Context: an optimization exercise on an open-source flow, tuned for small area. The choices shown serve that exercise and are no tape-out recipe.
RTL that was checked went through simulation tests only; none was proved equivalent to the original.
Only the layout flow was run in runs 1 to 8; the RTL was not checked for function there.
No activity file was given, so power comes from the tool's default toggle rates.

[flow/config.mk]
export PLATFORM = sky130hd
export DESIGN_NAME = MultTop_seq
export DESIGN_NICKNAME = MultTop_seq
export VERILOG_FILES = /design/flow/design.v
export SDC_FILE = /design/flow/constraint.sdc
export NUM_CORES = 4
export LEC_CHECK = 0
export CAP_MARGIN = 20
export CORE_MARGIN = 2
export CORE_UTILIZATION = 40
export SLEW_MARGIN = 20
[flow/constraint.sdc]
create_clock -name core_clock -period 10.0 [get_ports {clk}]
set_input_delay 2.0000 -clock core_clock [delete_from_list [all_inputs] [get_ports {clk}]]
set_output_delay 2.0000 -clock core_clock [all_outputs]
set_load 0.01 [all_outputs]
[flow/design.v]
`timescale 1ns / 1ps
module MultTop_seq(input wire clk, input wire reset, input wire m_enable,
                   input wire [7:0] a, input wire [7:0] b,
                   output wire [3:0] an, output wire [7:0] seg);
    reg  [3:0]  mc;
    reg         rv;       
    reg  [7:0]  ar;       
    reg  [15:0] p;        
    wire m_idle = (mc == 4'd0);
    wire m_done = (mc == 4'd9);
    wire m_first = (mc == 4'd1);
    wire [8:0] sum = {1'b0, p[15:8]} + (p[0] ? ar : 8'd0);
    reg  [5:0]  cnt;
    reg  [15:0] cp;       
    reg  [15:0] l;        
    wire c_idle = (cnt == 6'd0) | (cnt == 6'd33);
    wire diff = (p != cp);
    wire cp_load = m_idle & rv & diff & (c_idle | (m_enable & (cnt == 6'd32)));
    wire start = c_idle & rv & (m_first | diff);
    wire step = (cnt[5:4] == 2'b01);
    wire clr = reset | (step & (cnt[3:0] == 4'd0));
    wire sbit = cp[~cnt[3:0]] & ~reset;
    wire [15:0] li = clr ? 16'd0 : l;
    function [3:0] add3(input [3:0] d);
        add3 = (d >= 4'd5) ? d + 4'd3 : d;
    endfunction
    wire [15:0] la = {add3(li[15:12]), add3(li[11:8]), add3(li[7:4]), add3(li[3:0])};
    always @(posedge clk) begin
        if (reset) mc <= 4'd0;
        else if (m_idle) mc <= {3'd0, m_enable};
        else if (m_done) mc <= 4'd0;
        else mc <= mc + 4'd1;
    end
    always @(posedge clk) begin
        if (reset) rv <= 1'b0;
        else if (m_done) rv <= 1'b1;
        else if (m_first) rv <= 1'b0;
        else if (m_idle & m_enable) rv <= rv & diff & (cnt == 6'd32);
    end
    always @(posedge clk) begin
        if (m_idle) begin
            ar <= a;
            if (m_enable) p <= {8'd0, b};
        end else if (!m_done) begin
            p <= {sum, p[7:1]};
        end
    end
    always @(posedge clk or posedge reset) begin
        if (reset) cnt <= 6'd0;
        else if (c_idle) cnt <= {5'd0, start};
        else cnt <= cnt + 6'd1;
    end
    always @(posedge clk or posedge reset) begin
        if (reset) cp <= 16'd0;
        else if (cp_load) cp <= p;
    end
    always @(posedge clk) begin
        if (step | reset) l <= {la[14:0], sbit};
    end
    reg [9:0] lo;
    reg [1:0] sel;
    reg       q;
    wire z9 = ~|lo[8:0];
    wire lend = lo[9] & z9;
    always @(posedge clk or posedge reset) begin
        if (reset) lo <= 10'd0;
        else lo <= {lo[8:0], lo[9] ^ lo[6] ^ z9};
    end
    wire sw = q | (lend & ~(&sel));
    wire [1:0] sel_n = reset ? 2'd0 : sel + {1'b0, sw};
    always @(posedge clk) begin
        sel <= sel_n;
        q <= lend & (&sel);
    end
    reg [3:0] d;
    reg [3:0] sv;
    wire capm = (cnt >= 6'd2) & (cnt <= 6'd15);
    wire holdm = (cnt >= 6'd16);
    wire [1:0] idx = sel + {1'b0, sw | capm};
    reg [3:0] mx;
    always @(*) begin
        case (idx)
            2'd0: mx = l[3:0];
            2'd1: mx = l[7:4];
            2'd2: mx = l[11:8];
            default: mx = l[15:12];
        endcase
    end
    always @(posedge clk) begin
        if (capm) sv <= mx;
        if (reset) d <= 4'd0;
        else if (holdm) begin
            if (sw) d <= sv;
        end else if (sw | ~capm) d <= mx;
    end
    reg [7:0] s;
    always @(*) begin
        case (d)
            4'd0: s = 8'b0000_0011;
            4'd1: s = 8'b1001_1111;
            4'd2: s = 8'b0010_0101;
            4'd3: s = 8'b0000_1101;
            4'd4: s = 8'b1001_1001;
            4'd5: s = 8'b0100_1001;
            4'd6: s = 8'b0100_0001;
            4'd7: s = 8'b0001_1111;
            4'd8: s = 8'b0000_0001;
            4'd9: s = 8'b0000_1001;
            default: s = 8'b0000_0000;
        endcase
    end
    assign seg = s;
    assign an = ~(4'd1 << sel);
endmodule
[flow/run.sh]
#!/bin/bash
# synth_recipe.tcl (not shown) runs the flow's synth.tcl, then flattens the netlist and writes it again
# the make line also repeats each setting of config.mk as NAME=value (left out here)
make -C /OpenROAD-flow-scripts/flow DESIGN_CONFIG=/design/flow/config.mk WORK_HOME=/design/flow/orfs CLKGATE_MAP_FILE= SYNTH_SCRIPT=/design/flow/synth_recipe.tcl finish
==> reports/results.ini, run 1 <==
[place]
dp_slack_ps = 5430
gp_congestion = 0.818
dp_cells = 592
io_buffers = 30
place_hpwl_um = 6450

[sta]
tightest_slew_ps = 846
setup_viol = 0
post-route-period-util = 0.445
drv_slew = 0
max_freq_mhz = 225
setup_slack_ps = 5550
final.setup_skew_ps = 8.66
rsz0062_at_grt = false
hold_violations = 0
setup_tns_ps = 0
fin_crit_ps = 4450
slew_headroom = 0.421
hold-worst-slack_ps = 379

[hold_path]
min-delay-start = lo[7]$_DFF_PP0_
min_to = lo[8]$_DFF_PP0_
min_path_cells = 0
hp-class = register to register

[clocking]
clock_path_buffers = 2
clkLatencyLatePin_ps = 360
clk_pin_slew_ps = 70
cts_inserted_buffers = 9
root_buffer = clkbuf_16
cts.sinks = 96
htreeDepth = 3
cts_hold_buf = 0
cts_setup_buffers = 0
cts_resized = 0
tritoncts = yes

[routing]
routedWlPerCell_um = 15.1
vias_per_cell = 5.26
drt-pass1-iter-count = 6
vias = 3196
drcViolationCount = 0
drtIter0Drc = 138
wirelength_um = 9150
ant_nets = 0

[synthesis]
yosysSeqAreaShare = 0.514
yosysWarnings = 1
synth_common_cells = edfxtp_1, nor2_1, dfrtp_1, ha_1, nand2_1
syn_nets = 473
netlist_instances = 423
synthTopCellsByArea = edfxtp_1, dfrtp_1, dfxtp_1
async_flop_share = 0.333
yosysUniqueCellTypes = 53
yosysTopAreaCellShare = 0.269
synth_edf_count = 44
syn_area_per_cell_um2 = 11.6
synthesis.area_um2 = 4900
ys_ff_latch = 96
ys.flop_type = edfxtp_1
synth.most_common_cell = edfxtp_1
synth_top_area_cell = edfxtp_1

[worst_setup_path]
worstPathMaxFanout = 11
r2r_end = seg[3]$_DFF_P_
worstSetupPathType = register to register
cp-start-kind = register
r2r_slack_ps = 5550
critPathTopFamily = simple AND/OR/NAND/NOR gates
cp_data_arrival_time_ps = 4750
cpPeakStageDelay_ps = 690
cp_num_buf_inv = 2
slowest_stage = a311oi_1
crit_top_cell = ha_1
worstPathCellList = inv_1 > ha_1 > nor2_1 > a21boi_0 > or3_1 > ha_1 > xnor2_2 > mux4_1 > nand2_1 > a311oi_1 > inv_1 > ha_1 > or4b_1 > nand3_1
cp.required_ps = 10300
rr_startpoint = cnt[0]$_DFF_PP0_
ff2ff_path_depth = 14
worstSetupEndpointType = register

[grt]
use_met2 = 0.239
grt-ovfl-total = 0
antenna_found_initial = 0
first_global_vias = 3100
grt_use_met3 = 0.0295
grt-busiest-layer = met2
grt_max_degree = 26
grt_pass1_wl_um = 15300
grt_use_met1 = 0.195
grt_usage = 0.150

[cells_and_area]
instances_no_fill = 608
syn_to_final_growth_pct = 15.7
final_util = 0.472
antenna_cells = 0
fillers = 1150
finalNetCount = 506
drive_gt1_frac = 0.128

[floorplanning]
die_area_um2 = 13200
rows = 40
die_w_um = 115
die_h_um = 115
io_pins = 31
initial_core_util = 0.408
coreArea_um2 = 12000

[outcome]
status = no timing/DRC/antenna violations

[power]
leakagePower_nw = 2.26
peakVddDrop_uv = 89.3
powerDensity_nw_per_um2 = 249

[job]
maxCapViolCount = 0

cell type report:
cell class | instances | area (µm²) | area share
tap | 147 | 184 | 0.0324
multi-input combinational | 296 | 2260 | 0.399
sequential | 96 | 2520 | 0.445
clock inverter | 3 | 18.8 | 0.00331
inverter | 19 | 71.3 | 0.0126
clock buffer | 13 | 282 | 0.0496
timing repair buffer | 34 | 330 | 0.0582
through the flow:
stage,power (mW),cell area [µm²]
2_1_floorplan,0.938,4900
3_3_place_gp,1.06,5370
3_5_place_dp,1.07,5370
4_1_cts,1.43,5670
5_1_grt,1.51,5670
6_report,1.42,5670
flip-flops by register name, summed over array words and instances, names as in the netlist:
signal  flops
rv          1
ar          8
d           4
seg         8
mc          4
q           1
l          16
sel         2
lo         10
sv          4
cnt         6
p          16
cp         16
worst max path at each step:
stage / start / end / slack (ps) / cells after the start
5_1_grt: cnt[0]$_DFF_PP0_ / seg[3]$_DFF_P_ / 5210 / 14
6_report: cnt[0]$_DFF_PP0_ / seg[3]$_DFF_P_ / 5550 / 14
3_3_place_gp: reset / l[2]$_DFFE_PP_ / 5510 / 10
3_5_place_dp: reset / l[2]$_DFFE_PP_ / 5430 / 10
2_1_floorplan: cnt[0]$_DFF_PP0_ / seg[3]$_DFF_P_ / 5870 / 15
4_1_cts: cnt[0]$_DFF_PP0_ / seg[3]$_DFF_P_ / 5550 / 14
logic make-up after synthesis:
| family | after synthesis | share of synthesized area |
|---|---|---|
| AOI/OAI and AO/OA | 62 | 0.0783 |
| xor gates and xnor gates | 32 | 0.0587 |
| adders and majority gates | 31 | 0.0806 |
| buffers and inverters | 31 | 0.0245 |
| DFF | 96 | 0.514 |
| muxes | 39 | 0.108 |
| and+or+nand+nor | 132 | 0.136 |
power by group:
part / total [mW] / internal [mW] / switching, mW
clock: 0.353 / 0.198 / 0.154
combinational: 0.471 / 0.226 / 0.246
sequential: 0.591 / 0.518 / 0.0737
total: 1.42 / 0.941 / 0.474
routing by layer:
| metal | wire length (µm) | part of all wire | vias up |
|---|---|---|---|
| li1 | - | - | 1583 |
| met1 | 4250 | 0.46 | 1550 |
| met2 | 4370 | 0.48 | 52 |
| met3 | 313 | 0.034 | 11 |
| met4 | 211 | 0.023 | 0 |
| met5 | 0 | 0 | - |
cells in the final DEF, fill, tap and decap left out, types with 6 or more instances in the layout:
| cell | count |
|---|---|
| and2_1 | 7 |
| inv_1 | 19 |
| mux2_2 | 27 |
| nand3_1 | 6 |
| nand2_1 | 30 |
| xor2_1 | 6 |
| xnor2_1 | 25 |
| clkbuf_16 | 10 |
| ha_1 | 30 |
| nand2b_1 | 10 |
| nor3_1 | 12 |
| a21oi_1 | 22 |
| clkdlybuf4s50_1 | 30 |
| dfxtp_1 | 20 |
| dfrtp_1 | 32 |
| o21ai_0 | 14 |
| edfxtp_1 | 44 |
| nor2_1 | 35 |
==> inputs of run 2 (changes only) <==
--- a/flow/design.v
+++ b/flow/design.v
@@ -93,22 +93,15 @@
             if (sw) d <= sv;
         end else if (sw | ~capm) d <= mx;
     end
-    reg [7:0] s;
-    always @(*) begin
-        case (d)
-            4'd0: s = 8'b0000_0011;
-            4'd1: s = 8'b1001_1111;
-            4'd2: s = 8'b0010_0101;
-            4'd3: s = 8'b0000_1101;
-            4'd4: s = 8'b1001_1001;
-            4'd5: s = 8'b0100_1001;
-            4'd6: s = 8'b0100_0001;
-            4'd7: s = 8'b0001_1111;
-            4'd8: s = 8'b0000_0001;
-            4'd9: s = 8'b0000_1001;
-            default: s = 8'b0000_0000;
-        endcase
-    end
+    wire [3:0] d_ = d;
+    wire b7 = ~d_[1] & ~d_[3] & (d_[2] ^ d_[0]);
+    wire b6 = d_[2] & (d_[1] ^ d_[0]);
+    wire b5 = d_[1] & ~d_[2] & ~d_[0];
+    wire b4 = b7 | (d_[2] & d_[1] & d_[0]);
+    wire b3 = d_[0] | (d_[2] & ~d_[1]);
+    wire b2 = ~d_[3] & ((d_[1] & d_[0]) | (~d_[2] & (d_[1] | d_[0])));
+    wire b1 = ~d_[3] & (d_[2] ? (d_[1] & d_[0]) : ~d_[1]);
+    wire [7:0] s = {b7, b6, b5, b4, b3, b2, b1, 1'b1};
     assign seg = s;
     assign an = ~(4'd1 << sel);
 endmodule
==> run 2 against run 1 <==
  * Still clean
  * Non-clock buffer count is 3 lower
  * Global-route usage is 1.1 points lower
  * Final cell count fell by 5.4%
  * Power increased by 0.49%
  * Largest power group unchanged
  * Highest routed layer unchanged
==> reports/results.ini, run 2 <==
[outcome]
status = no timing/DRC/antenna violations

[synthesis]
synth.most_common_cell = edfxtp_1
synthTopCellsByArea = edfxtp_1, dfrtp_1, ha_1
synth_common_cells = edfxtp_1, nor2_1, dfrtp_1, nand2_1, ha_1
syn_nets = 451
yosysTopAreaCellShare = 0.280
yosysUniqueCellTypes = 54
async_flop_share = 0.364
yosysSeqAreaShare = 0.501
synth_edf_count = 44
ys_ff_latch = 88
yosysWarnings = 1
ys.flop_type = edfxtp_1
netlist_instances = 404
syn_area_per_cell_um2 = 11.7
synthesis.area_um2 = 4720
synth_top_area_cell = edfxtp_1

[cells_and_area]
final_util = 0.467
antenna_cells = 0
finalNetCount = 474
mostFrequentLayoutCell = edfxtp_1
top_regs = cp x16, l x16, p x16
drive_gt1_frac = 0.130
instances_no_fill = 575
syn_to_final_growth_pct = 13.6
fillers = 1026
final_cell_mix = edfxtp_1, nor2_1, dfrtp_1

[place]
io_buffers = 29
gp_congestion = 0.754
place_hpwl_um = 5730
dp_cells = 559

[routing]
vias = 2952
routedWlPerCell_um = 14.0
drcViolationCount = 0
drt-pass1-iter-count = 4
wirelength_um = 8080
drtIter0Drc = 142
vias_per_cell = 5.13
ant_nets = 0

[grt]
first_global_vias = 2903
grt_max_degree = 39
grt-ovfl-total = 0
grt_usage = 0.139
grt_pass1_wl_um = 14000
antenna_found_initial = 0

[floorplanning]
die_w_um = 113
io_pins = 31
coreArea_um2 = 11500
die_h_um = 113
rows = 39
die_area_um2 = 12700
initial_core_util = 0.411

[clocking]
cts_resized = 0
cts_hold_buf = 0
clkLatencyLatePin_ps = 340
htreeDepth = 3
cts.sinks = 88
clk_pin_slew_ps = 60
cts_inserted_buffers = 9
tritoncts = yes
root_buffer = clkbuf_16
cts_setup_buffers = 0
clock_path_buffers = 2

[worst_setup_path]
worstSetupStartpoint = reset
cpPeakStageDelay_ps = 640
worstPathMaxFanout = 8
cp_data_arrival_time_ps = 4320
slowest_stage = a31oi_1
rr_startpoint = cnt[0]$_DFF_PP0_
crit_end = l[10]$_DFFE_PP_
worstPathCellList = clkdlybuf4s50_1 > a31oi_1 > nand2_1 > ha_1 > nand2b_1 > a21oi_1 > nor2_1 > a21oi_1 > nor2_1
r2r_slack_ps = 6550
cp.required_ps = 10080
r2r_end = d[0]$_SDFFE_PP0P_
worstSetupPathType = primary input to register
cp-start-kind = primary input
ff2ff_path_depth = 10
worstSetupEndpointType = register

[sta]
fin_crit_ps = 4240
hold-worst-slack_ps = 373
final.setup_skew_ps = 9.75
tightest_slew_ps = 822
rsz0062_at_grt = false
drv_slew = 0
setup_viol = 0
max_freq_mhz = 236
slew_headroom = 0.452
setup_tns_ps = 0
hold_violations = 0
post-route-period-util = 0.424

[power]
leakagePower_nw = 2.17
peakVddDrop_uv = 169
powerDensity_nw_per_um2 = 265

[hold_path]
hp-class = register to register
min-delay-start = lo[1]$_DFF_PP0_

[job]
maxCapViolCount = 0

[run 2: where the power goes]
group          leakage (nW)  switching [mW]  internal, mW
combinational          1.09           0.217         0.258
clock                 0.143           0.131         0.196
sequential            0.939           0.111         0.509
total                  2.17           0.459         0.963
[run 2: final cells by class]
class | instances | area [µm²] | share of cell area
inverter | 18 | 67.6 | 0.0126
clock buffer | 16 | 292 | 0.0544
timing repair buffer | 31 | 305 | 0.0570
sequential | 88 | 2360 | 0.441
multi-input combinational | 279 | 2150 | 0.402
tap | 143 | 179 | 0.0334
[run 2: through the flow]
| stage | area (µm²) | total power, mW | setup slack (ps) |
|---|---|---|---|
| floorplan | 4720 | 0.996 | 6400 |
| global placement | 5060 | 1.09 | 5530 |
| detailed placement | 5060 | 1.11 | 5370 |
| CTS | 5360 | 1.44 | 5740 |
| global route | 5360 | 1.53 | 5490 |
| finish | 5360 | 1.42 | 5760 |
[run 2: worst min path at each step]
stage,endpoint,cells after the start
CTS,lo[2]$_DFF_PP0_,0
floorplan,lo[4]$_DFF_PP0_,0
global placement,lo[4]$_DFF_PP0_,0
detailed placement,lo[4]$_DFF_PP0_,0
finish,lo[2]$_DFF_PP0_,0
global route,lo[4]$_DFF_PP0_,0
[run 2: cell families after synthesis]
group                      after synthesis  synth area share
and+or+nand+nor                        124             0.131
buffers and inverters                   37            0.0430
AOI/OAI and AO/OA                       55            0.0743
muxes                                   37             0.111
other                                    1          0.000795
adders and majority gates               28            0.0759
DFF                                     88             0.501
xor gates and xnor gates                34            0.0631
[run 2: per-layer routing]
| metal | track usage | share of wire | vias up |
|---|---|---|---|
| met4 | 0.0537 | 0.014 | 0 |
| li1 | - | - | 1480 |
| met2 | 0.229 | 0.49 | 43 |
| met3 | 0.0410 | 0.036 | 10 |
| met5 | 0 | 0 | - |
| met1 | 0.174 | 0.46 | 1419 |
[run 2: worst max-delay path: cells and delay by family]
| family | cells | cell delay, ps |
|---|---|---|
| AOI/OAI and AO/OA | 3 | 1070 |
| and+or+nand+nor | 4 | 460 |
| buffers and inverters | 1 | 550 |
| adders and majority gates | 1 | 230 |
==> inputs of run 3 (changes only) <==
==> flow/flow/run.sh (new file) <==
#!/bin/bash
export BUFFER_PORTS_ARGS="-buffer_cell sky130_fd_sc_hd__buf_1"
export CTS_ARGS="-sink_clustering_enable -repair_clock_nets -buf_list sky130_fd_sc_hd__clkbuf_8 -dont_use_dummy_load"
bash standard.sh > standard.log 2>&1
==> flow/standard.sh (new file) <==
#!/bin/bash
# synth_recipe.tcl (not shown) runs the flow's synth.tcl, then flattens the netlist and writes it again
# the make line also repeats each setting of config.mk as NAME=value (left out here)
make -C /OpenROAD-flow-scripts/flow DESIGN_CONFIG=/design/flow/config.mk WORK_HOME=/design/flow/orfs CLKGATE_MAP_FILE= SYNTH_SCRIPT=/design/flow/synth_recipe.tcl "${@:-finish}"
removed: flow/run.sh
==> run 3 against run 2 <==
  * Clock-buffer cell count down 7
  * Worst setup slack better by 450 ps
  * Via count down 0.81%
  * Wire length down 0.42%
  * Maximum frequency up 12%
  * Clock power down about 40%
  * Power down 11%
  * Core utilization down 3.0 points
  * Critical endpoint is now l[2]$_DFFE_PP_
  * Non-clock buffer count unchanged
==> reports/results.ini, run 3 <==
[outcome]
status = no timing/DRC/antenna violations

[synthesis]
yosysUniqueCellTypes = 54
netlist_instances = 404
synthesis.area_um2 = 4720
yosysSeqAreaShare = 0.501
synth_common_cells = edfxtp_1, nor2_1, dfrtp_1, nand2_1, ha_1
syn_nets = 451
syn_area_per_cell_um2 = 11.7
synth_edf_count = 44
yosysWarnings = 1
yosysTopAreaCellShare = 0.280
ys_ff_latch = 88
synth_top_area_cell = edfxtp_1
ys.flop_type = edfxtp_1
synthTopCellsByArea = edfxtp_1, dfrtp_1, ha_1
async_flop_share = 0.364
synth.most_common_cell = edfxtp_1

[worst_setup_path]
slowest_stage = a31oi_1
cp_num_buf_inv = 1
cp.required_ps = 10100
worstPathMaxFanout = 8
cp-start-kind = primary input
cp_data_arrival_time_ps = 3900
worstSetupEndpointType = register
worstPathCellList = buf_1 > a31oi_1 > nand2_1 > ha_1 > nand2b_1 > a21oi_1 > nor2_1 > a21oi_1 > nor2_1
cpPeakStageDelay_ps = 570
worstSetupPathType = primary input to register
critPathTopFamily = compound AO/OA/AOI/OAI gates

[power]
leakagePower_nw = 2.01
powerDensity_nw_per_um2 = 251
p_total_mw = 1.26
peakVddDrop_uv = 135

[floorplanning]
die_area_um2 = 12700
coreArea_um2 = 11500
io_pins = 31
initial_core_util = 0.411
die_w_um = 113
die_h_um = 113
rows = 39

[sta]
setup_viol = 0
tightest_slew_ps = 810
drv_slew = 0
max_freq_mhz = 264
hold_violations = 0
fin_crit_ps = 3790
hold-worst-slack_ps = 374
setup_tns_ps = 0
slew_headroom = 0.455
post-route-period-util = 0.379
rsz0062_at_grt = false
final.setup_skew_ps = 21.0

[place]
io_buffers = 29
place_hpwl_um = 5760
gp_congestion = 0.742
dp_cells = 559

[hold_path]
hp-class = register to register

[job]
maxCapViolCount = 0

[clocking]
cts_hold_buf = 0
cts.sinks = 88
htreeDepth = 3
cts_setup_buffers = 0
tritoncts = yes
cts_resized = 0
clock_path_buffers = 2
root_buffer = clkbuf_8
clkLatencyLatePin_ps = 370
clk_pin_slew_ps = 80
cts_inserted_buffers = 9

[cells_and_area]
finalNetCount = 474
antenna_cells = 0
final_cell_mix = edfxtp_1, nor2_1, dfrtp_1
fillers = 1081
mostFrequentLayoutCell = edfxtp_1
drive_gt1_frac = 0.122
instances_no_fill = 568
syn_to_final_growth_pct = 6.18
top_regs = cp x16, l x16, p x16

[routing]
drt-pass1-iter-count = 4
vias_per_cell = 5.15
drtIter0Drc = 82
wirelength_um = 8040
routedWlPerCell_um = 14.2
drcViolationCount = 0
ant_nets = 0
vias = 2928

[grt]
antenna_found_initial = 0
grt_usage = 0.140
grt_max_degree = 39
grt-ovfl-total = 0
first_global_vias = 2979
grt_pass1_wl_um = 14100

## run 3: cell types whose count changed in the layout (fill, tap and decap cells not counted)
cell             before  now
clkdlybuf4s50_1      29    0
clkbuf_8              4    9
buf_1                 0   29
clkbuf_16             9    0
clkbuf_1              3    0
## run 3: report_power, final
group | leakage, nW | switching (mW) | internal, mW
logic | 1.01 | 0.216 | 0.228
registers | 0.939 | 0.112 | 0.508
clock network | 0.0647 | 0.114 | 0.0807
## run 3: path summary, 6_finish.rpt
path,start,to,slack (ps),cells after the start
setup / recovery,reset,l[2]$_DFFE_PP_,6210,9
hold / removal,lo[0]$_DFF_PP0_,lo[1]$_DFF_PP0_,370,0
setup reg to reg,cnt[0]$_DFF_PP0_,d[0]$_SDFFE_PP0P_,6530,10
hold reg to reg,lo[0]$_DFF_PP0_,lo[1]$_DFF_PP0_,370,0
max in group asynchronous,reset,cp[5]$_DFFE_PP0P_,7750,3
min in group asynchronous,reset,cp[0]$_DFFE_PP0P_,1910,3
## run 3: layout make-up
class	instances	area (µm²)	area share
Tap cell	143	179	0.0357
Timing Repair Buffer	31	124	0.0247
Inverter	18	67.6	0.0135
Sequential cell	88	2360	0.472
Multi-Input combinational cell	279	2150	0.430
Clock buffer	9	124	0.0247
## run 3: logic make-up (layout without fill, tap and decap cells)
group / after synthesis / in the layout / share of synthesized area
adder cells (fa/ha/maj): 28 / 28 / 0.0759
buffers and inverters: 37 / 58 / 0.0430
XOR/XNOR: 34 / 34 / 0.0631
AO/OA/AOI/OAI: 55 / 55 / 0.0743
flip-flops: 88 / 88 / 0.501
AND/OR/NAND/NOR: 124 / 124 / 0.131
multiplexers: 37 / 37 / 0.111
other: 1 / 1 / 0.000795
## run 3: metal layers
layer / wire length [µm] / share of wire / track usage / vias to the layer above
li1: - / - / - / 1463
met1: 3900 / 0.48 / 0.183 / 1412
met2: 3720 / 0.46 / 0.222 / 40
met3: 241 / 0.030 / 0.0329 / 13
met4: 182 / 0.023 / 0.0642 / 0
met5: 0 / 0 / 0 / -
## run 3: stage by stage
stage                     utilization  cell area, µm²  setup slack [ps]
after detailed placement        0.426            4880              5830
after global placement          0.426            4880              5930
final                           0.437            5010              6210
after CTS                       0.437            5010              6220
after floorplan                     -            4720              6400
after global routing            0.437            5010              5960
==> inputs of run 4 (changes only) <==
==> flow/flow/run.sh (replaced) <==
#!/bin/bash
export BUFFER_PORTS_ARGS="-buffer_cell sky130_fd_sc_hd__buf_1"
export CTS_ARGS="-sink_clustering_enable -repair_clock_nets -buf_list sky130_fd_sc_hd__clkbuf_16 -dont_use_dummy_load -sink_clustering_size 100 -sink_clustering_max_diameter 1000"
bash standard.sh > standard.log 2>&1
==> run 4 against run 3 <==
  * Still clean on timing, DRC and antenna
  * Synthesized cell count unchanged
  * Sequential cell count unchanged
  * Non-clock buffer count unchanged
  * Global-route usage up 0.21 points
  * Worst setup slack worse by 56 ps
  * Sequential share of layout area down 0.94 points
  * Critical path depth unchanged
  * Critical path type unchanged
  * Largest power group unchanged
==> reports/results.ini, run 4 <==
[outcome]
status = no timing/DRC/antenna violations

[cells_and_area]
fillers = 1071
design_area_um2 = 5110
top_regs = cp x16, l x16, p x16
syn_to_final_growth_pct = 8.33
antenna_cells = 0
drive_gt1_frac = 0.122
final_cell_mix = edfxtp_1, nor2_1, dfrtp_1
instances_no_fill = 568
finalNetCount = 474
mostFrequentLayoutCell = edfxtp_1

[synthesis]
synthesis.area_um2 = 4720
ys_ff_latch = 88
synth.most_common_cell = edfxtp_1
yosysWarnings = 1
syn_area_per_cell_um2 = 11.7
synthTopCellsByArea = edfxtp_1, dfrtp_1, ha_1
ys.flop_type = edfxtp_1
netlist_instances = 404
yosysUniqueCellTypes = 54
yosysSeqAreaShare = 0.501
syn_nets = 451
async_flop_share = 0.364
synth_common_cells = edfxtp_1, nor2_1, dfrtp_1, nand2_1, ha_1
synth_edf_count = 44
synth_top_area_cell = edfxtp_1
yosysTopAreaCellShare = 0.280

[floorplanning]
initial_core_util = 0.411
rows = 39
die_h_um = 113
die_area_um2 = 12700
die_w_um = 113
io_pins = 31
coreArea_um2 = 11500

[place]
io_buffers = 29
dp_cells = 559
placedInstanceArea_um2 = 4880
dp_slack_ps = 5830
gp_congestion = 0.742
place_hpwl_um = 5760

[sta]
final.setup_skew_ps = 11.6
max_freq_mhz = 260
slew_headroom = 0.455
hold_violations = 0
setup_viol = 0
setup_tns_ps = 0
post-route-period-util = 0.385
tightest_slew_ps = 809
setup_slack_ps = 6150
drv_slew = 0
fin_crit_ps = 3850
rsz0062_at_grt = false

[worst_setup_path]
cp_data_arrival_time_ps = 3930
worstSetupEndpointType = register
cp.required_ps = 10070
worstSetupPathType = primary input to register
worstPathCellList = buf_1 > a31oi_1 > nand2_1 > ha_1 > nand2b_1 > a21oi_1 > nor2_1 > a21oi_1 > nor2_1
critPathTopFamily = compound AO/OA/AOI/OAI gates
rr_startpoint = cnt[0]$_DFF_PP0_
slowest_stage = a31oi_1
cp_num_buf_inv = 1
worstSetupStartpoint = reset
worstPathMaxFanout = 8
cp-start-kind = primary input
cpPeakStageDelay_ps = 580

[clocking]
clk_pin_slew_ps = 60
clock_path_buffers = 2
cts_setup_buffers = 0
root_buffer = clkbuf_16
cts_inserted_buffers = 9
htreeDepth = 3
cts_resized = 0
cts.sinks = 88
tritoncts = yes
cts_hold_buf = 0
clkLatencyLatePin_ps = 340

[routing]
ant_nets = 0
vias = 2951
drt-pass1-iter-count = 4
vias_per_cell = 5.20
drtIter0Drc = 87
drcViolationCount = 0
routedWlPerCell_um = 14.2
wirelength_um = 8090

[grt]
grt_pass1_wl_um = 14300
grt_max_degree = 39
first_global_vias = 3009
grt_usage = 0.142
grt-ovfl-total = 0
antenna_found_initial = 0

[power]
powerDensity_nw_per_um2 = 264
peakVddDrop_uv = 181
leakagePower_nw = 2.06

[hold_path]
hp-class = register to register
min-delay-start = lo[0]$_DFF_PP0_

[job]
maxCapViolCount = 0

-- run 4: cell counts after synthesis --
No cell type changed its count.
-- run 4: per-layer routing --
metal / global-route usage / part of all wire / vias to the layer above
met3: 0.0324 / 0.033 / 12
met4: 0.0634 / 0.020 / 0
li1: - / - / 1462
met1: 0.187 / 0.48 / 1433
met2: 0.226 / 0.47 / 44
met5: 0 / 0 / -
-- run 4: worst paths after layout --
| kind | endpoint | slack (ps) | cells after the start |
|---|---|---|---|
| min in group asynchronous | cp[0]$_DFFE_PP0P_ | 1940 | 3 |
| worst min-delay path | lo[1]$_DFF_PP0_ | 370 | 0 |
| worst max register to register | d[0]$_SDFFE_PP0P_ | 6530 | 10 |
| worst max-delay path | l[2]$_DFFE_PP_ | 6150 | 9 |
| worst min register to register | lo[1]$_DFF_PP0_ | 370 | 0 |
| max in group asynchronous | cp[4]$_DFFE_PP0P_ | 7730 | 3 |
-- run 4: final cells by class --
class                      instances  area, µm²  area share
tap                              143        179      0.0350
inverter                          18       67.6      0.0132
multi-input combinational        279       2150       0.421
sequential                        88       2360       0.462
timing repair buffer              31        124      0.0242
clock buffer                       9        225      0.0441
-- run 4: worst register-to-register path, stage by stage, from the launching register on --
cell and delay (ps):
dfrtp_1 580, inv_1 120, ha_1 210, nor4_1 390, nor3_1 220, or2_2 320, ha_1 190, xnor2_1 470
mux4_1 680, nand2_1 100, a311oi_1 80
-- run 4: report_power, final --
group / internal, mW / switching (mW) / leakage [nW] / total, mW
Sequential: 0.509 / 0.112 / 0.939 / 0.621
Combinational: 0.228 / 0.216 / 1.01 / 0.445
Clock: 0.158 / 0.123 / 0.111 / 0.281
Total: 0.895 / 0.452 / 2.06 / 1.35
-- run 4: cell families after synthesis --
group	Yosys count	synth area share
simple gates	124	0.131
mux	37	0.111
xor+xnor	34	0.0631
buf+inv	37	0.0430
fa+ha+maj	28	0.0759
other cells	1	0.000795
flops	88	0.501
compound gates	55	0.0743
-- run 4: metrics by stage --
step | util | power, mW | hold WS, ps
3_3_place_gp | 0.426 | 1.06 | 356
2_1_floorplan | - | 0.996 | 346
4_1_cts | 0.445 | 1.37 | 371
6_report | 0.445 | 1.35 | 368
3_5_place_dp | 0.426 | 1.08 | 358
5_1_grt | 0.445 | 1.46 | 387
==> inputs of run 5 (changes only) <==
==> flow/flow/run.sh (replaced) <==
#!/bin/bash
export BUFFER_PORTS_ARGS="-buffer_cell sky130_fd_sc_hd__buf_1"
export CTS_ARGS="-sink_clustering_enable -repair_clock_nets -buf_list sky130_fd_sc_hd__clkbuf_8 -dont_use_dummy_load -sink_clustering_size 30 -sink_clustering_max_diameter 400"
bash standard.sh > standard.log 2>&1
==> run 5 against run 4 <==
  * Still clean
  * Clock skew rose by 9.3 ps
  * Worst hold slack improved by 5.2 ps
  * Critical path depth did not move
  * Global-route usage fell by 0.21 points
  * Clock-buffer cell count did not move
  * Synthesized cell count did not move
  * Sequential share of layout area rose by 0.94 points
  * Power fell by 6.5%
==> reports/results.ini, run 5 <==
[worst_setup_path]
cp_data_arrival_time_ps = 3900
worstPathMaxFanout = 8
cp.required_ps = 10100
worstSetupEndpointType = register
worstSetupPathType = primary input to register
cp-start-kind = primary input

[cells_and_area]
syn_to_final_growth_pct = 6.18
mostFrequentLayoutCell = edfxtp_1
drive_gt1_frac = 0.122
instances_no_fill = 568
top_regs = cp x16, l x16, p x16
finalNetCount = 474
final_cell_mix = edfxtp_1, nor2_1, dfrtp_1
antenna_cells = 0

[synthesis]
yosysUniqueCellTypes = 54
synthesis.area_um2 = 4720
yosysSeqAreaShare = 0.501
yosysTopAreaCellShare = 0.280
syn_nets = 451
syn_area_per_cell_um2 = 11.7
synth.most_common_cell = edfxtp_1
synthTopCellsByArea = edfxtp_1, dfrtp_1, ha_1
ys.flop_type = edfxtp_1
ys_ff_latch = 88
synth_common_cells = edfxtp_1, nor2_1, dfrtp_1, nand2_1, ha_1
async_flop_share = 0.364
yosysWarnings = 1
synth_top_area_cell = edfxtp_1
synth_edf_count = 44
netlist_instances = 404

[place]
io_buffers = 29
dp_cells = 559
dp_slack_ps = 5830
gp_congestion = 0.742
place_hpwl_um = 5760

[clocking]
htreeDepth = 3
clock_path_buffers = 2
clk_pin_slew_ps = 80
cts_inserted_buffers = 9
cts.sinks = 88
cts_setup_buffers = 0
cts_resized = 0
root_buffer = clkbuf_8
tritoncts = yes
clkLatencyLatePin_ps = 370
cts_hold_buf = 0

[routing]
drcViolationCount = 0
routedWlPerCell_um = 14.2
drt-pass1-iter-count = 4
drtIter0Drc = 82
vias = 2928
vias_per_cell = 5.15
wirelength_um = 8040
ant_nets = 0

[floorplanning]
initial_core_util = 0.411
die_w_um = 113
die_h_um = 113
die_area_um2 = 12700
coreArea_um2 = 11500
rows = 39
io_pins = 31

[sta]
drv_slew = 0
slew_headroom = 0.455
rsz0062_at_grt = false
post-route-period-util = 0.379
setup_slack_ps = 6210
max_freq_mhz = 264
setup_viol = 0
fin_crit_ps = 3790
final.setup_skew_ps = 21.0
hold_violations = 0
setup_tns_ps = 0
tightest_slew_ps = 810

[grt]
grt_max_degree = 39
grt_usage = 0.140
grt-ovfl-total = 0
first_global_vias = 2979
grt_pass1_wl_um = 14100
antenna_found_initial = 0

[outcome]
status = no timing/DRC/antenna violations

[job]
maxCapViolCount = 0

[hold_path]
hp-class = register to register

[power]
powerDensity_nw_per_um2 = 251
p_total_mw = 1.26
leakagePower_nw = 2.01
peakVddDrop_uv = 135

## run 5: cell counts after synthesis
No cell type changed its count.
## run 5: logic make-up (layout without fill, tap and decap cells)
kind of cell             after synthesis  in the layout  synth area share
AND/OR/NAND/NOR                      124            124             0.131
flip-flops                            88             88             0.501
AO/OA/AOI/OAI                         55             55            0.0743
multiplexers                          37             37             0.111
buffers and inverters                 37             58            0.0430
XOR/XNOR                              34             34            0.0631
adder cells (fa/ha/maj)               28             28            0.0759
other                                  1              1          0.000795
## run 5: final cells by class
type,instances,area (µm²)
fill,1081,6460
sequential,88,2360
multi-input combinational,279,2150
tap,143,179
clock buffer,9,124
timing repair buffer,31,124
inverter,18,67.6
## run 5: where the power goes
part / total (mW) / internal, mW / switching [mW]
logic: 0.444 / 0.228 / 0.216
registers: 0.620 / 0.508 / 0.112
clock network: 0.195 / 0.0807 / 0.114
## run 5: critical path: stages
cell and delay [ps]:
buf_1 180, a31oi_1 570, nand2_1 180, ha_1 220, nand2b_1 140, a21oi_1 330
nor2_1 90, a21oi_1 130, nor2_1 50
## run 5: worst paths after layout
check | startpoint | endpoint | slack [ps] | cells past startpoint
worst max-delay path | reset | l[2]$_DFFE_PP_ | 6210 | 9
worst min-delay path | lo[0]$_DFF_PP0_ | lo[1]$_DFF_PP0_ | 370 | 0
worst max register to register | cnt[0]$_DFF_PP0_ | d[0]$_SDFFE_PP0P_ | 6530 | 10
worst min register to register | lo[0]$_DFF_PP0_ | lo[1]$_DFF_PP0_ | 370 | 0
max in group asynchronous | reset | cp[5]$_DFFE_PP0P_ | 7750 | 3
min in group asynchronous | reset | cp[0]$_DFFE_PP0P_ | 1910 | 3
## run 5: through the flow
step                 util  hold WS [ps]  area (µm²)
global placement    0.426           356        4880
finish              0.437           374        5010
floorplan               -           346        4720
global route        0.437           393        5010
CTS                 0.437           376        5010
detailed placement  0.426           358        4880
## run 5: metal layers
| metal | share of wire | global-route usage |
|---|---|---|
| met3 | 0.030 | 0.0329 |
| met5 | 0 | 0 |
| met1 | 0.48 | 0.183 |
| met4 | 0.023 | 0.0642 |
| met2 | 0.46 | 0.222 |
==> inputs of run 6 (changes only) <==
==> flow/flow/run.sh (replaced) <==
#!/bin/bash
export BUFFER_PORTS_ARGS="-buffer_cell sky130_fd_sc_hd__buf_1"
export CTS_ARGS="-repair_clock_nets -buf_list sky130_fd_sc_hd__clkbuf_16 -dont_use_dummy_load"
bash standard.sh > standard.log 2>&1
==> run 6 against run 5 <==
  * Power rose by 7.0%
  * Synthesized area is the same
  * Via count is 0.79% higher
  * Die area unchanged
  * Critical path type unchanged
  * Register-to-register slack barely moved
  * Clock skew fell by 9.3 ps
  * Clock power increased by 44%
  * Core utilization grew 0.88 points
  * Global-route usage grew 0.21 points
  * Clock-buffer cell count unchanged
  * Sequential power about the same
  * Sequential share of layout area decreased by 0.94 points
  * Still clean
==> reports/results.ini, run 6 <==
[synthesis]
synth.most_common_cell = edfxtp_1
synthMuxAreaShare = 0.111
synth-simple-area-share = 0.131
synth_top_family_by_area = simple AND/OR/NAND/NOR gates
synthesis.area_um2 = 4720
ys_ff_latch = 88
synth_fa_ha_area_frac = 0.0759
synth_compound_area_frac = 0.0743
yosysUniqueCellTypes = 54
synth_edf_count = 44
synth_common_cells = edfxtp_1, nor2_1, dfrtp_1, nand2_1, ha_1
synthTopCellsByArea = edfxtp_1, dfrtp_1, ha_1
yosysSeqAreaShare = 0.501
synth_top_area_cell = edfxtp_1
syn_nets = 451
yosysTopAreaCellShare = 0.280
synth_xor_xnor_area_share = 0.0631
syn_area_per_cell_um2 = 11.7
ys.flop_type = edfxtp_1
netlist_instances = 404
async_flop_share = 0.364
yosysWarnings = 1

[place]
place_hpwl_um = 5760
placedInstanceArea_um2 = 4880
io_buffers = 29
gp_congestion = 0.742
dp_slack_ps = 5830

[clocking]
clkLatencyLatePin_ps = 340
clk_pin_slew_ps = 60
cts_inserted_buffers = 9
clock_path_buffers = 2
cts_setup_buffers = 0
cts_resized = 0
tritoncts = yes
root_buffer = clkbuf_16
htreeDepth = 3
cts.sinks = 88
cts_hold_buf = 0

[sta]
setup_slack_ps = 6150
max_freq_mhz = 260
drv_slew = 0
hold_violations = 0
setup_tns_ps = 0
tightest_slew_ps = 809
final.setup_skew_ps = 11.6
slew_headroom = 0.455
post-route-period-util = 0.385
rsz0062_at_grt = false
fin_crit_ps = 3850
setup_viol = 0

[grt]
grt_usage = 0.142
first_global_vias = 3009
grt_max_degree = 39
antenna_found_initial = 0
grt-ovfl-total = 0
grt_pass1_wl_um = 14300

[power]
peakVddDrop_uv = 181
leakagePower_nw = 2.06
powerDensity_nw_per_um2 = 264

[routing]
vias = 2951
drcViolationCount = 0
routedWlPerCell_um = 14.2
vias_per_cell = 5.20
wirelength_um = 8090
ant_nets = 0
drt-pass1-iter-count = 4
drtIter0Drc = 87

[floorplanning]
coreArea_um2 = 11500
die_area_um2 = 12700
io_pins = 31
initial_core_util = 0.411
die_h_um = 113
die_w_um = 113
rows = 39

[cells_and_area]
multi_input_area_um2 = 2150
finalNetCount = 474
drive_gt1_frac = 0.122
top_regs = cp x16, l x16, p x16
final_cell_mix = edfxtp_1, nor2_1, dfrtp_1
syn_to_final_growth_pct = 8.33
seq_area_um2 = 2360
mostFrequentLayoutCell = edfxtp_1
design_area_um2 = 5110
fillers = 1071
antenna_cells = 0

[worst_setup_path]
worstSetupEndpointType = register
ff2ff_path_depth = 10
cp-start-kind = primary input
worstPathMaxFanout = 8
worstSetupPathType = primary input to register
cp_data_arrival_time_ps = 3930
cp.required_ps = 10070

[hold_path]
min_path_cells = 0
hp-class = register to register

[job]
maxCapViolCount = 0

[outcome]
status = no timing/DRC/antenna violations

==> run 6: worst paths after layout <==
| path | startpoint | end | slack (ps) |
|---|---|---|---|
| worst max-delay path | reset | l[2]$_DFFE_PP_ | 6150 |
| worst min-delay path | lo[0]$_DFF_PP0_ | lo[1]$_DFF_PP0_ | 370 |
| worst max register to register | cnt[0]$_DFF_PP0_ | d[0]$_SDFFE_PP0P_ | 6530 |
| worst min register to register | lo[0]$_DFF_PP0_ | lo[1]$_DFF_PP0_ | 370 |
| max in group asynchronous | reset | cp[4]$_DFFE_PP0P_ | 7730 |
| min in group asynchronous | reset | cp[0]$_DFFE_PP0P_ | 1940 |
==> run 6: stage by stage <==
stage	hold slack, ps	power [mW]	util	instances
6_report	368	1.35	0.445	568
3_5_place_dp	358	1.08	0.426	559
2_1_floorplan	346	0.996	-	404
4_1_cts	371	1.37	0.445	568
3_3_place_gp	356	1.06	0.426	559
5_1_grt	387	1.46	0.445	568
==> run 6: final cells by class <==
class / count / share of cell area
inverter: 18 / 0.0132
timing repair buffer: 31 / 0.0242
multi-input combinational: 279 / 0.421
tap: 143 / 0.0350
clock buffer: 9 / 0.0441
sequential: 88 / 0.462
==> run 6: layer usage <==
layer	track usage	share of wire	vias to the layer above
met2	0.226	0.47	44
met5	0	0	-
li1	-	-	1462
met1	0.187	0.48	1433
met4	0.0634	0.020	0
met3	0.0324	0.033	12
==> run 6: cells by family (layout without fill, tap and decap cells) <==
kind of cell             Yosys count  count (layout)
AND/OR/NAND/NOR                  124             124
flip-flops                        88              88
AO/OA/AOI/OAI                     55              55
multiplexers                      37              37
buffers and inverters             37              58
adder cells (fa/ha/maj)           28              28
other                              1               1
XOR/XNOR                          34              34
==> run 6: worst max-delay path: stages <==
cell and delay, ps:
buf_1 190, a31oi_1 580, nand2_1 180, ha_1 220
nand2b_1 140, a21oi_1 350, nor2_1 90, a21oi_1 130
nor2_1 50
==> run 6: power breakdown <==
part	leakage [nW]	switching (mW)	internal [mW]	total, mW
clock	0.111	0.123	0.158	0.281
combinational	1.01	0.216	0.228	0.445
sequential	0.939	0.112	0.509	0.621
==> inputs of run 7 (changes only) <==
==> flow/flow/run.sh (replaced) <==
#!/bin/bash
export BUFFER_PORTS_ARGS="-buffer_cell sky130_fd_sc_hd__buf_1"
export CTS_ARGS="-sink_clustering_enable -sink_clustering_levels 1 -repair_clock_nets -buf_list sky130_fd_sc_hd__clkbuf_8 -dont_use_dummy_load -sink_clustering_size 30 -sink_clustering_max_diameter 400"
bash standard.sh > standard.log 2>&1
==> run 7 against run 6 <==
  * Maximum frequency is 1.5% higher
  * Combinational power hardly changed
  * Synthesized cell count unchanged
  * Wire length fell by 0.61%
  * Clock skew is 9.3 ps higher
  * Global-route usage decreased by 0.21 points
  * Sequential cell count stayed put
  * Sequential share of layout area rose by 0.94 points
  * Clock power down 31%
  * Register-to-register slack about the same
==> reports/results.ini, run 7 <==
[outcome]
status = no timing/DRC/antenna violations

[place]
gp_congestion = 0.742
dp_slack_ps = 5830
place_hpwl_um = 5760
placedInstanceArea_um2 = 4880
dp_cells = 559
io_buffers = 29

[cells_and_area]
syn_to_final_growth_pct = 6.18
final_util = 0.437
design_area_um2 = 5010
instances_no_fill = 568
drive_gt1_frac = 0.122
seq_area_um2 = 2360
final_cell_mix = edfxtp_1, nor2_1, dfrtp_1
multi_input_area_um2 = 2150
finalNetCount = 474
antenna_cells = 0
top_regs = cp x16, l x16, p x16
mostFrequentLayoutCell = edfxtp_1
fillers = 1081

[sta]
tightest_slew_ps = 810
max_freq_mhz = 264
drv_slew = 0
rsz0062_at_grt = false
hold_violations = 0
final.setup_skew_ps = 21.0
hold-worst-slack_ps = 374
setup_slack_ps = 6210
post-route-period-util = 0.379
slew_headroom = 0.455
setup_viol = 0
fin_crit_ps = 3790
setup_tns_ps = 0

[synthesis]
syn_nets = 451
synthesis.area_um2 = 4720
yosysUniqueCellTypes = 54
netlist_instances = 404
ys_ff_latch = 88
synth.most_common_cell = edfxtp_1
syn_area_per_cell_um2 = 11.7
synth_common_cells = edfxtp_1, nor2_1, dfrtp_1, nand2_1, ha_1
synthTopCellsByArea = edfxtp_1, dfrtp_1, ha_1
yosysSeqAreaShare = 0.501
synth_edf_count = 44
async_flop_share = 0.364
ys.flop_type = edfxtp_1
synth_top_area_cell = edfxtp_1
yosysWarnings = 1
yosysTopAreaCellShare = 0.280

[clocking]
htreeDepth = 3
clkLatencyLatePin_ps = 370
cts_hold_buf = 0
cts_inserted_buffers = 9
root_buffer = clkbuf_8
clk_pin_slew_ps = 80
tritoncts = yes
cts_setup_buffers = 0
cts.sinks = 88
cts_resized = 0
clock_path_buffers = 2

[grt]
grt_usage = 0.140
grt_pass1_wl_um = 14100
antenna_found_initial = 0
grt-ovfl-total = 0
grt_max_degree = 39
first_global_vias = 2979

[power]
p_seq_frac = 0.492
leakagePower_nw = 2.01
peakVddDrop_uv = 135
p_total_mw = 1.26
powerDensity_nw_per_um2 = 251
switchingPower_mw = 0.442
clkPwrFrac = 0.155
pwr-share-comb = 0.353
netSwitchingFraction = 0.351
internal_power_mw = 0.817

[routing]
drtIter0Drc = 82
wirelength_um = 8040
routedWlPerCell_um = 14.2
vias = 2928
drt-pass1-iter-count = 4
drcViolationCount = 0
vias_per_cell = 5.15
ant_nets = 0

[floorplanning]
die_w_um = 113
coreArea_um2 = 11500
initial_core_util = 0.411
die_area_um2 = 12700
die_h_um = 113
io_pins = 31
rows = 39

[worst_setup_path]
cp-start-kind = primary input
worstPathMaxFanout = 8
worstSetupPathType = primary input to register
worstSetupEndpointType = register
cp_data_arrival_time_ps = 3900
cp.required_ps = 10100

[hold_path]
hp-class = register to register

[job]
maxCapViolCount = 0

-- run 7: final cells by class --
class,count,share of cell area
Sequential cell,88,0.472
Multi-Input combinational cell,279,0.430
Tap cell,143,0.0357
Clock buffer,9,0.0247
Timing Repair Buffer,31,0.0247
Inverter,18,0.0135
-- run 7: cells by family (layout without fill, tap and decap cells) --
kind of cell,Yosys count,count (layout),synth area share
adder cells (fa/ha/maj),28,28,0.0759
buffers and inverters,37,58,0.0430
flip-flops,88,88,0.501
other,1,1,0.000795
AND/OR/NAND/NOR,124,124,0.131
XOR/XNOR,34,34,0.0631
multiplexers,37,37,0.111
AO/OA/AOI/OAI,55,55,0.0743
-- run 7: worst max-delay path, stage by stage --
cell and delay (ps):
buf_1 180, a31oi_1 570, nand2_1 180, ha_1 220
nand2b_1 140, a21oi_1 330, nor2_1 90, a21oi_1 130
nor2_1 50
-- run 7: path summary, 6_finish.rpt --
kind                             startpoint           endpoint  slack [ps]  cells past startpoint
max                                   reset     l[2]$_DFFE_PP_        6210                      9
min                         lo[0]$_DFF_PP0_    lo[1]$_DFF_PP0_         370                      0
max reg2reg                cnt[0]$_DFF_PP0_  d[0]$_SDFFE_PP0P_        6530                     10
min reg2reg                 lo[0]$_DFF_PP0_    lo[1]$_DFF_PP0_         370                      0
max in group asynchronous             reset  cp[5]$_DFFE_PP0P_        7750                      3
min in group asynchronous             reset  cp[0]$_DFFE_PP0P_        1910                      3
-- run 7: metal layers --
layer	track usage	up-vias	wire, µm
li1	-	1463	-
met1	0.183	1412	3900
met2	0.222	40	3720
met3	0.0329	13	241
met4	0.0642	0	182
met5	0	-	0
-- run 7: power groups by stage --
| stage | registers (mW) | clock network [mW] | logic (mW) |
|---|---|---|---|
| after floorplan | 0.575 | 0 | 0.420 |
| after global placement | 0.625 | 0 | 0.436 |
| after detailed placement | 0.629 | 0 | 0.450 |
| after CTS | 0.622 | 0.201 | 0.453 |
| after global routing | 0.640 | 0.218 | 0.509 |
| final | 0.620 | 0.195 | 0.444 |
==> inputs of run 8 (changes only) <==
--- a/flow/design.v
+++ b/flow/design.v
@@ -9,12 +9,22 @@
     wire m_idle = (mc == 4'd0);
     wire m_done = (mc == 4'd9);
     wire m_first = (mc == 4'd1);
-    wire [8:0] sum = {1'b0, p[15:8]} + (p[0] ? ar : 8'd0);
+    wire [7:0] addend = ar & {8{p[0]}};
+    wire [8:0] cy;
+    wire [7:0] sm;
+    assign cy[0] = 1'b0;
+    genvar gi;
+    generate for (gi = 0; gi < 8; gi = gi + 1) begin : rca
+        assign sm[gi] = p[8+gi] ^ addend[gi] ^ cy[gi];
+        assign cy[gi+1] = (p[8+gi] & addend[gi]) | (cy[gi] & (p[8+gi] ^ addend[gi]));
+    end endgenerate
+    wire [8:0] sum = {cy[8], sm};
     reg  [5:0]  cnt;
     reg  [15:0] cp;       
     reg  [15:0] l;        
     wire c_idle = (cnt == 6'd0) | (cnt == 6'd33);
-    wire diff = (p != cp);
+    reg         cz;       
+    wire diff = cz ? (p != 16'd0) : (p != cp);
     wire cp_load = m_idle & rv & diff & (c_idle | (m_enable & (cnt == 6'd32)));
     wire start = c_idle & rv & (m_first | diff);
     wire step = (cnt[5:4] == 2'b01);
@@ -22,7 +32,10 @@
     wire sbit = cp[~cnt[3:0]] & ~reset;
     wire [15:0] li = clr ? 16'd0 : l;
     function [3:0] add3(input [3:0] d);
-        add3 = (d >= 4'd5) ? d + 4'd3 : d;
+        add3 = {d[3] | (d[2] & (d[1] | d[0])),
+                (d[3] & d[0]) | (d[2] & ~d[1] & ~d[0]),
+                (d[3] & ~d[0]) | (~d[2] & d[1]) | (d[1] & d[0]),
+                (d[3] & ~d[0]) | (~d[3] & ~d[2] & d[0]) | (d[2] & d[1] & ~d[0])};
     endfunction
     wire [15:0] la = {add3(li[15:12]), add3(li[11:8]), add3(li[7:4]), add3(li[3:0])};
     always @(posedge clk) begin
@@ -50,9 +63,10 @@
         else if (c_idle) cnt <= {5'd0, start};
         else cnt <= cnt + 6'd1;
     end
-    always @(posedge clk or posedge reset) begin
-        if (reset) cp <= 16'd0;
-        else if (cp_load) cp <= p;
+    always @(posedge clk) begin
+        if (cp_load) cp <= p;
+        if (reset) cz <= 1'b1;
+        else if (cp_load) cz <= 1'b0;
     end
     always @(posedge clk) begin
         if (step | reset) l <= {la[14:0], sbit};
==> flow/flow/run.sh (replaced) <==
#!/bin/bash
export BUFFER_PORTS_ARGS="-buffer_cell sky130_fd_sc_hd__buf_1"
export CTS_ARGS="-sink_clustering_enable -sink_clustering_size 44 -sink_clustering_max_diameter 400 -sink_buffer_max_cap_derate 1.0 -buf_list sky130_fd_sc_hd__clkbuf_8 -dont_use_dummy_load -repair_clock_nets"
bash standard.sh > standard.log 2>&1
==> run 8 against run 7 <==
  * Still clean
  * Largest cell class unchanged
  * Synthesized area fell by 5.4%
  * Design area is 5.2% lower
  * Worst hold slack got worse by 24 ps
==> reports/results.ini, run 8 <==
[outcome]
status = no timing/DRC/antenna violations

[routing]
vias = 2716
drtIter0Drc = 114
drt-pass1-iter-count = 4
ant_nets = 0
drcViolationCount = 0
vias_per_cell = 5.11
routedWlPerCell_um = 14.2
wirelength_um = 7530

[hold_path]
min_path_cells = 0
hp-class = register to register

[synthesis]
syn_area_per_cell_um2 = 12.0
yosysWarnings = 1
netlist_instances = 373
syn_nets = 411
synth_common_cells = edfxtp_1, nor2_1, inv_1, a21oi_1, nand2_1
synthesis.area_um2 = 4460
synth.most_common_cell = edfxtp_1
yosysUniqueCellTypes = 51
async_flop_share = 0.180
ys.flop_type = edfxtp_1
ys_ff_latch = 89
yosysTopAreaCellShare = 0.404
yosysSeqAreaShare = 0.552
synth_edf_count = 60
synth_top_area_cell = edfxtp_1
synthTopCellsByArea = edfxtp_1, dfrtp_1, dfxtp_1

[cells_and_area]
finalNetCount = 431
fillers = 1034
final_cell_mix = edfxtp_1, nor2_1, buf_1
drive_gt1_frac = 0.0870
syn_to_final_growth_pct = 6.37
mostFrequentLayoutCell = edfxtp_1
antenna_cells = 0
instances_no_fill = 531
top_regs = cp x16, l x16, p x16

[clocking]
clock_path_buffers = 2
cts_resized = 0
cts.sinks = 89
clkLatencyLatePin_ps = 360
cts_inserted_buffers = 9
clk_pin_slew_ps = 90
root_buffer = clkbuf_8
tritoncts = yes
cts_hold_buf = 0
cts_setup_buffers = 0
htreeDepth = 3

[job]
maxCapViolCount = 0

[sta]
rsz0062_at_grt = false
post-route-period-util = 0.361
setup_tns_ps = 0
final.setup_skew_ps = 24.4
hold-worst-slack_ps = 350
max_freq_mhz = 277
tightest_slew_ps = 825
fin_crit_ps = 3610
setup_viol = 0
drv_slew = 0
setup_slack_ps = 6390
hold_violations = 0
slew_headroom = 0.443

[worst_setup_path]
cp_data_arrival_time_ps = 1610
worstPathCellList = inv_1 > or3_1 > mux2i_1 > buf_1
critPathTopFamily = flip-flops
ff2ff_path_depth = 15
cp.required_ps = 8000
slowest_stage = dfxtp_1
worstSetupPathType = register to output pin
cp-start-kind = register
cpPeakStageDelay_ps = 500
r2r_slack_ps = 6490
cp_num_buf_inv = 2
worstSetupPathDepth = 4
worstPathMaxFanout = 8
worstSetupEndpointType = output pin

[floorplanning]
coreArea_um2 = 10800
die_w_um = 110
initial_core_util = 0.412
rows = 38
io_pins = 31
die_h_um = 110
die_area_um2 = 12000

[place]
dp_slack_ps = 6260
gp_congestion = 0.832
io_buffers = 29
place_hpwl_um = 5500
dp_cells = 522

[power]
leakagePower_nw = 1.74
powerDensity_nw_per_um2 = 248
p_total_mw = 1.18
peakVddDrop_uv = 100

[grt]
antenna_found_initial = 0
grt_max_degree = 26
grt_usage = 0.139
grt-ovfl-total = 0
grt_pass1_wl_um = 12800
first_global_vias = 2677

run 8: cell types whose count changed after synthesis, moves of 4 or more:
cell / change
fa_1: +6
xor2_1: -8
nand2_1: -11
ha_1: -15
edfxtp_1: +16
mux2_2: -16
dfrtp_1: -16
and2_1: -4
nor3_1: +5
inv_1: +7
run 8: layer usage:
layer	GRT usage	wire, µm
met2	0.234	3670
met1	0.170	3400
met5	0	0
met3	0.0462	372
met4	0.0407	89
run 8: worst paths after layout:
kind / from / to
setup / recovery: d[0]$_SDFFE_PP0P_ / seg[4]
hold / removal: lo[3]$_DFF_PP0_ / lo[4]$_DFF_PP0_
setup reg to reg: p[0]$_DFFE_PP_ / p[14]$_SDFFCE_PP0P_
hold reg to reg: lo[3]$_DFF_PP0_ / lo[4]$_DFF_PP0_
max in group asynchronous: reset / cnt[4]$_DFF_PP0_
min in group asynchronous: reset / lo[2]$_DFF_PP0_
run 8: logic make-up (layout without fill, tap and decap cells):
logic type	Yosys count	after routing	share of synthesized area
compound gates	58	58	0.0838
simple gates	113	113	0.127
other cells	1	1	0.000840
fa+ha+maj	19	19	0.0651
mux	21	21	0.0670
xor+xnor	27	27	0.0530
buf+inv	45	63	0.0510
flops	89	89	0.552
run 8: final cells by class:
| class | count | area (µm²) | share of cell area |
|---|---|---|---|
| flip-flops and latches | 89 | 2460 | 0.519 |
| repair buffers | 29 | 109 | 0.0229 |
| multi-input cells | 239 | 1780 | 0.375 |
| clock buffers | 9 | 124 | 0.0261 |
| well taps | 140 | 175 | 0.0369 |
| inverters | 25 | 93.8 | 0.0198 |
run 8: metrics by stage:
| step | utilization | cell area [µm²] |
|---|---|---|
| CTS | 0.437 | 4740 |
| finish | 0.438 | 4750 |
| global placement | 0.426 | 4610 |
| global route | 0.438 | 4750 |
| floorplan | - | 4460 |
| detailed placement | 0.426 | 4620 |
run 8: report_power, final:
part / switching [mW] / total, mW / internal (mW) / leakage (nW)
registers: 0.115 / 0.630 / 0.515 / 0.902
logic: 0.189 / 0.356 / 0.167 / 0.775
clock network: 0.111 / 0.191 / 0.0807 / 0.0647
total: 0.415 / 1.18 / 0.763 / 1.74
==> inputs of run 9 (changes only) <==
--- a/flow/design.v
+++ b/flow/design.v
@@ -58,7 +58,7 @@
             p <= {sum, p[7:1]};
         end
     end
-    always @(posedge clk or posedge reset) begin
+    always @(posedge clk) begin
         if (reset) cnt <= 6'd0;
         else if (c_idle) cnt <= {5'd0, start};
         else cnt <= cnt + 6'd1;
==> flow/flow/run.sh (replaced) <==
#!/bin/bash
export BUFFER_PORTS_ARGS="-buffer_cell sky130_fd_sc_hd__buf_1"
export CTS_ARGS="-sink_clustering_enable -repair_clock_nets -buf_list sky130_fd_sc_hd__clkbuf_8 -dont_use_dummy_load"
bash standard.sh > standard.log 2>&1
==> run 9 against run 8 <==
  * Power down 21%
  * Sequential cell count is the same
  * Still clean on timing, DRC and antenna
  * Wire length grew 0.82%
  * Worst hold slack better by 21 ps
  * Largest cell class unchanged
  * Highest routed layer unchanged
==> reports/results.ini, run 9 <==
[cells_and_area]
fillers = 1025
top_regs = cp x16, l x16, p x16
instances_no_fill = 531
seq_area_um2 = 2430
design_area_um2 = 4730
multi_input_area_um2 = 1780
antenna_cells = 0
final_cell_mix = edfxtp_1, nor2_1, buf_1
finalNetCount = 431
final_util = 0.438
syn_to_final_growth_pct = 7.20
mostFrequentLayoutCell = edfxtp_1
drive_gt1_frac = 0.0972

[sta]
setup_slack_ps = 6460
post-route-period-util = 0.354
max_freq_mhz = 283
final.setup_skew_ps = 34.0
slew_headroom = 0.523
setup_tns_ps = 0
rsz0062_at_grt = false
setup_viol = 0
drv_slew = 0
fin_crit_ps = 3540
hold-worst-slack_ps = 371
hold_violations = 0
tightest_slew_ps = 715

[worst_setup_path]
cp.required_ps = 10120
cp-start-kind = register
worstSetupPathType = register to register
worstSetupEndpointType = register
cp_data_arrival_time_ps = 3660
worstPathMaxFanout = 11

[clocking]
cts_hold_buf = 0
clock_path_buffers = 2
tritoncts = yes
cts_setup_buffers = 0
cts_inserted_buffers = 9
clkLatencyLatePin_ps = 380
cts.sinks = 89
clk_pin_slew_ps = 100
root_buffer = clkbuf_8
htreeDepth = 3
cts_resized = 0

[synthesis]
ys_ff_latch = 89
synth_common_cells = edfxtp_1, nor2_1, a21oi_1, inv_1, dfxtp_1
synthTopCellsByArea = edfxtp_1, dfxtp_1, dfrtp_1
synth_top_area_cell = edfxtp_1
yosysTopAreaCellShare = 0.408
synthesis.area_um2 = 4410
yosysUniqueCellTypes = 46
synth.most_common_cell = edfxtp_1
yosysSeqAreaShare = 0.551
ys.flop_type = edfxtp_1
netlist_instances = 371
yosysWarnings = 1
async_flop_share = 0.112
syn_nets = 409
syn_area_per_cell_um2 = 11.9
synth_edf_count = 60

[floorplanning]
initial_core_util = 0.409
coreArea_um2 = 10800
die_area_um2 = 11900
die_w_um = 109
die_h_um = 109
io_pins = 31
rows = 38

[job]
maxCapViolCount = 0

[grt]
grt_pass1_wl_um = 12900
grt_max_degree = 27
grt_usage = 0.144
first_global_vias = 2571
grt-ovfl-total = 0
antenna_found_initial = 0

[routing]
drtIter0Drc = 228
vias = 2732
ant_nets = 0
wl_met1_um = 3770
routedWlPerCell_um = 14.3
vias_per_cell = 5.15
route.met2.wl_um = 3390
top_layer = met4
drt-pass1-iter-count = 4
wirelength_um = 7590
routed-wl-met3_um = 302
drcViolationCount = 0

[power]
p_total_mw = 0.932
leakagePower_nw = 1.74
powerDensity_nw_per_um2 = 197
peakVddDrop_uv = 77.8

[place]
io_buffers = 29
dp_cells = 522
placedInstanceArea_um2 = 4610
gp_congestion = 0.772
dp_slack_ps = 6470
place_hpwl_um = 5410

[outcome]
status = no timing/DRC/antenna violations

[hold_path]
hp-class = register to register

-- run 9: kinds of logic after synthesis --
logic type      synth area share
compound gates            0.0768
xor+xnor                  0.0533
fa+ha+maj                 0.0658
buf+inv                   0.0473
flops                      0.551
mux                       0.0777
other cells             0.000850
simple gates               0.127
-- run 9: final cells by class --
cell class	instances	area share
multi-input cells	236	0.376
repair buffers	31	0.0262
inverters	26	0.0206
clock buffers	9	0.0262
well taps	140	0.0370
flip-flops and latches	89	0.514
-- run 9: routing by layer --
metal | global-route usage | up-vias
met1 | 0.198 | 1323
li1 | - | 1348
met3 | 0.0448 | 10
met4 | 0.0549 | 0
met2 | 0.215 | 51
met5 | 0 | -
-- run 9: critical path, cell delays in order, from the launching register on --
cell and delay, ps:
edfxtp_1 550, and2_1 180, ha_1 130, inv_1 50, fa_1 380, fa_1 370
inv_1 70, fa_1 180, fa_1 160, inv_1 50, fa_1 350, inv_1 80
fa_1 160, inv_1 50, fa_1 470, nor2_1 40
-- run 9: final timing paths --
check,startpoint,endpoint,slack (ps),depth (start not counted)
setup / recovery,p[0]$_DFFE_PP_,p[14]$_SDFFCE_PP0P_,6460,15
hold / removal,lo[1]$_DFF_PP0_,lo[2]$_DFF_PP0_,370,0
setup reg to reg,p[0]$_DFFE_PP_,p[14]$_SDFFCE_PP0P_,6460,15
hold reg to reg,lo[1]$_DFF_PP0_,lo[2]$_DFF_PP0_,370,0
max in group asynchronous,reset,lo[5]$_DFF_PP0_,7680,2
min in group asynchronous,reset,lo[3]$_DFF_PP0_,1870,2
-- run 9: report_power, final --
part / leakage, nW / switching [mW] / internal [mW]
registers: 0.870 / 0.0608 / 0.462
logic: 0.809 / 0.112 / 0.102
clock network: 0.0647 / 0.114 / 0.0806

[what the ideal ports hide]
In the flow no input, the clock included, has a driving cell. The finished layouts below were timed again as built, in two steps.
Step 1 assumes that a clkbuf_16 drives the clock port and a buf_2 every other input.
Step 2 adds t to the input delays and takes it off the output delays; t is the mean of the earliest and latest rising clock arrival at the registers after step 1. Input paths then give back, and output paths get back, about the clock's delay inside the block.
a / b / c = no drivers / after step 1 / after step 2; a / b = the first two.
| run | shift t [ns] | setup WS [ns] | worst register clock-pin slew, ns |
|---|---|---|---|
| run 1 | 0.389 | 5.552 / 5.552 / 5.390 | 0.07 / 0.07 |
| run 2 | 0.373 | 5.758 / 5.765 / 5.392 | 0.06 / 0.06 |
| run 3 | 0.391 | 6.205 / 6.212 / 5.822 | 0.09 / 0.09 |
| run 4 | 0.372 | 6.149 / 6.161 / 5.789 | 0.06 / 0.06 |
| run 5 | 0.391 | 6.205 / 6.212 / 5.822 | 0.09 / 0.09 |
| run 6 | 0.372 | 6.149 / 6.161 / 5.789 | 0.06 / 0.06 |
| run 7 | 0.391 | 6.205 / 6.212 / 5.822 | 0.09 / 0.09 |
| run 8 | 0.383 | 6.393 / 6.362 / 6.329 | 0.09 / 0.09 |
| run 9 | 0.396 | 6.464 / 6.464 / 6.464 | 0.10 / 0.10 |
After both steps every run listed still meets setup and hold.
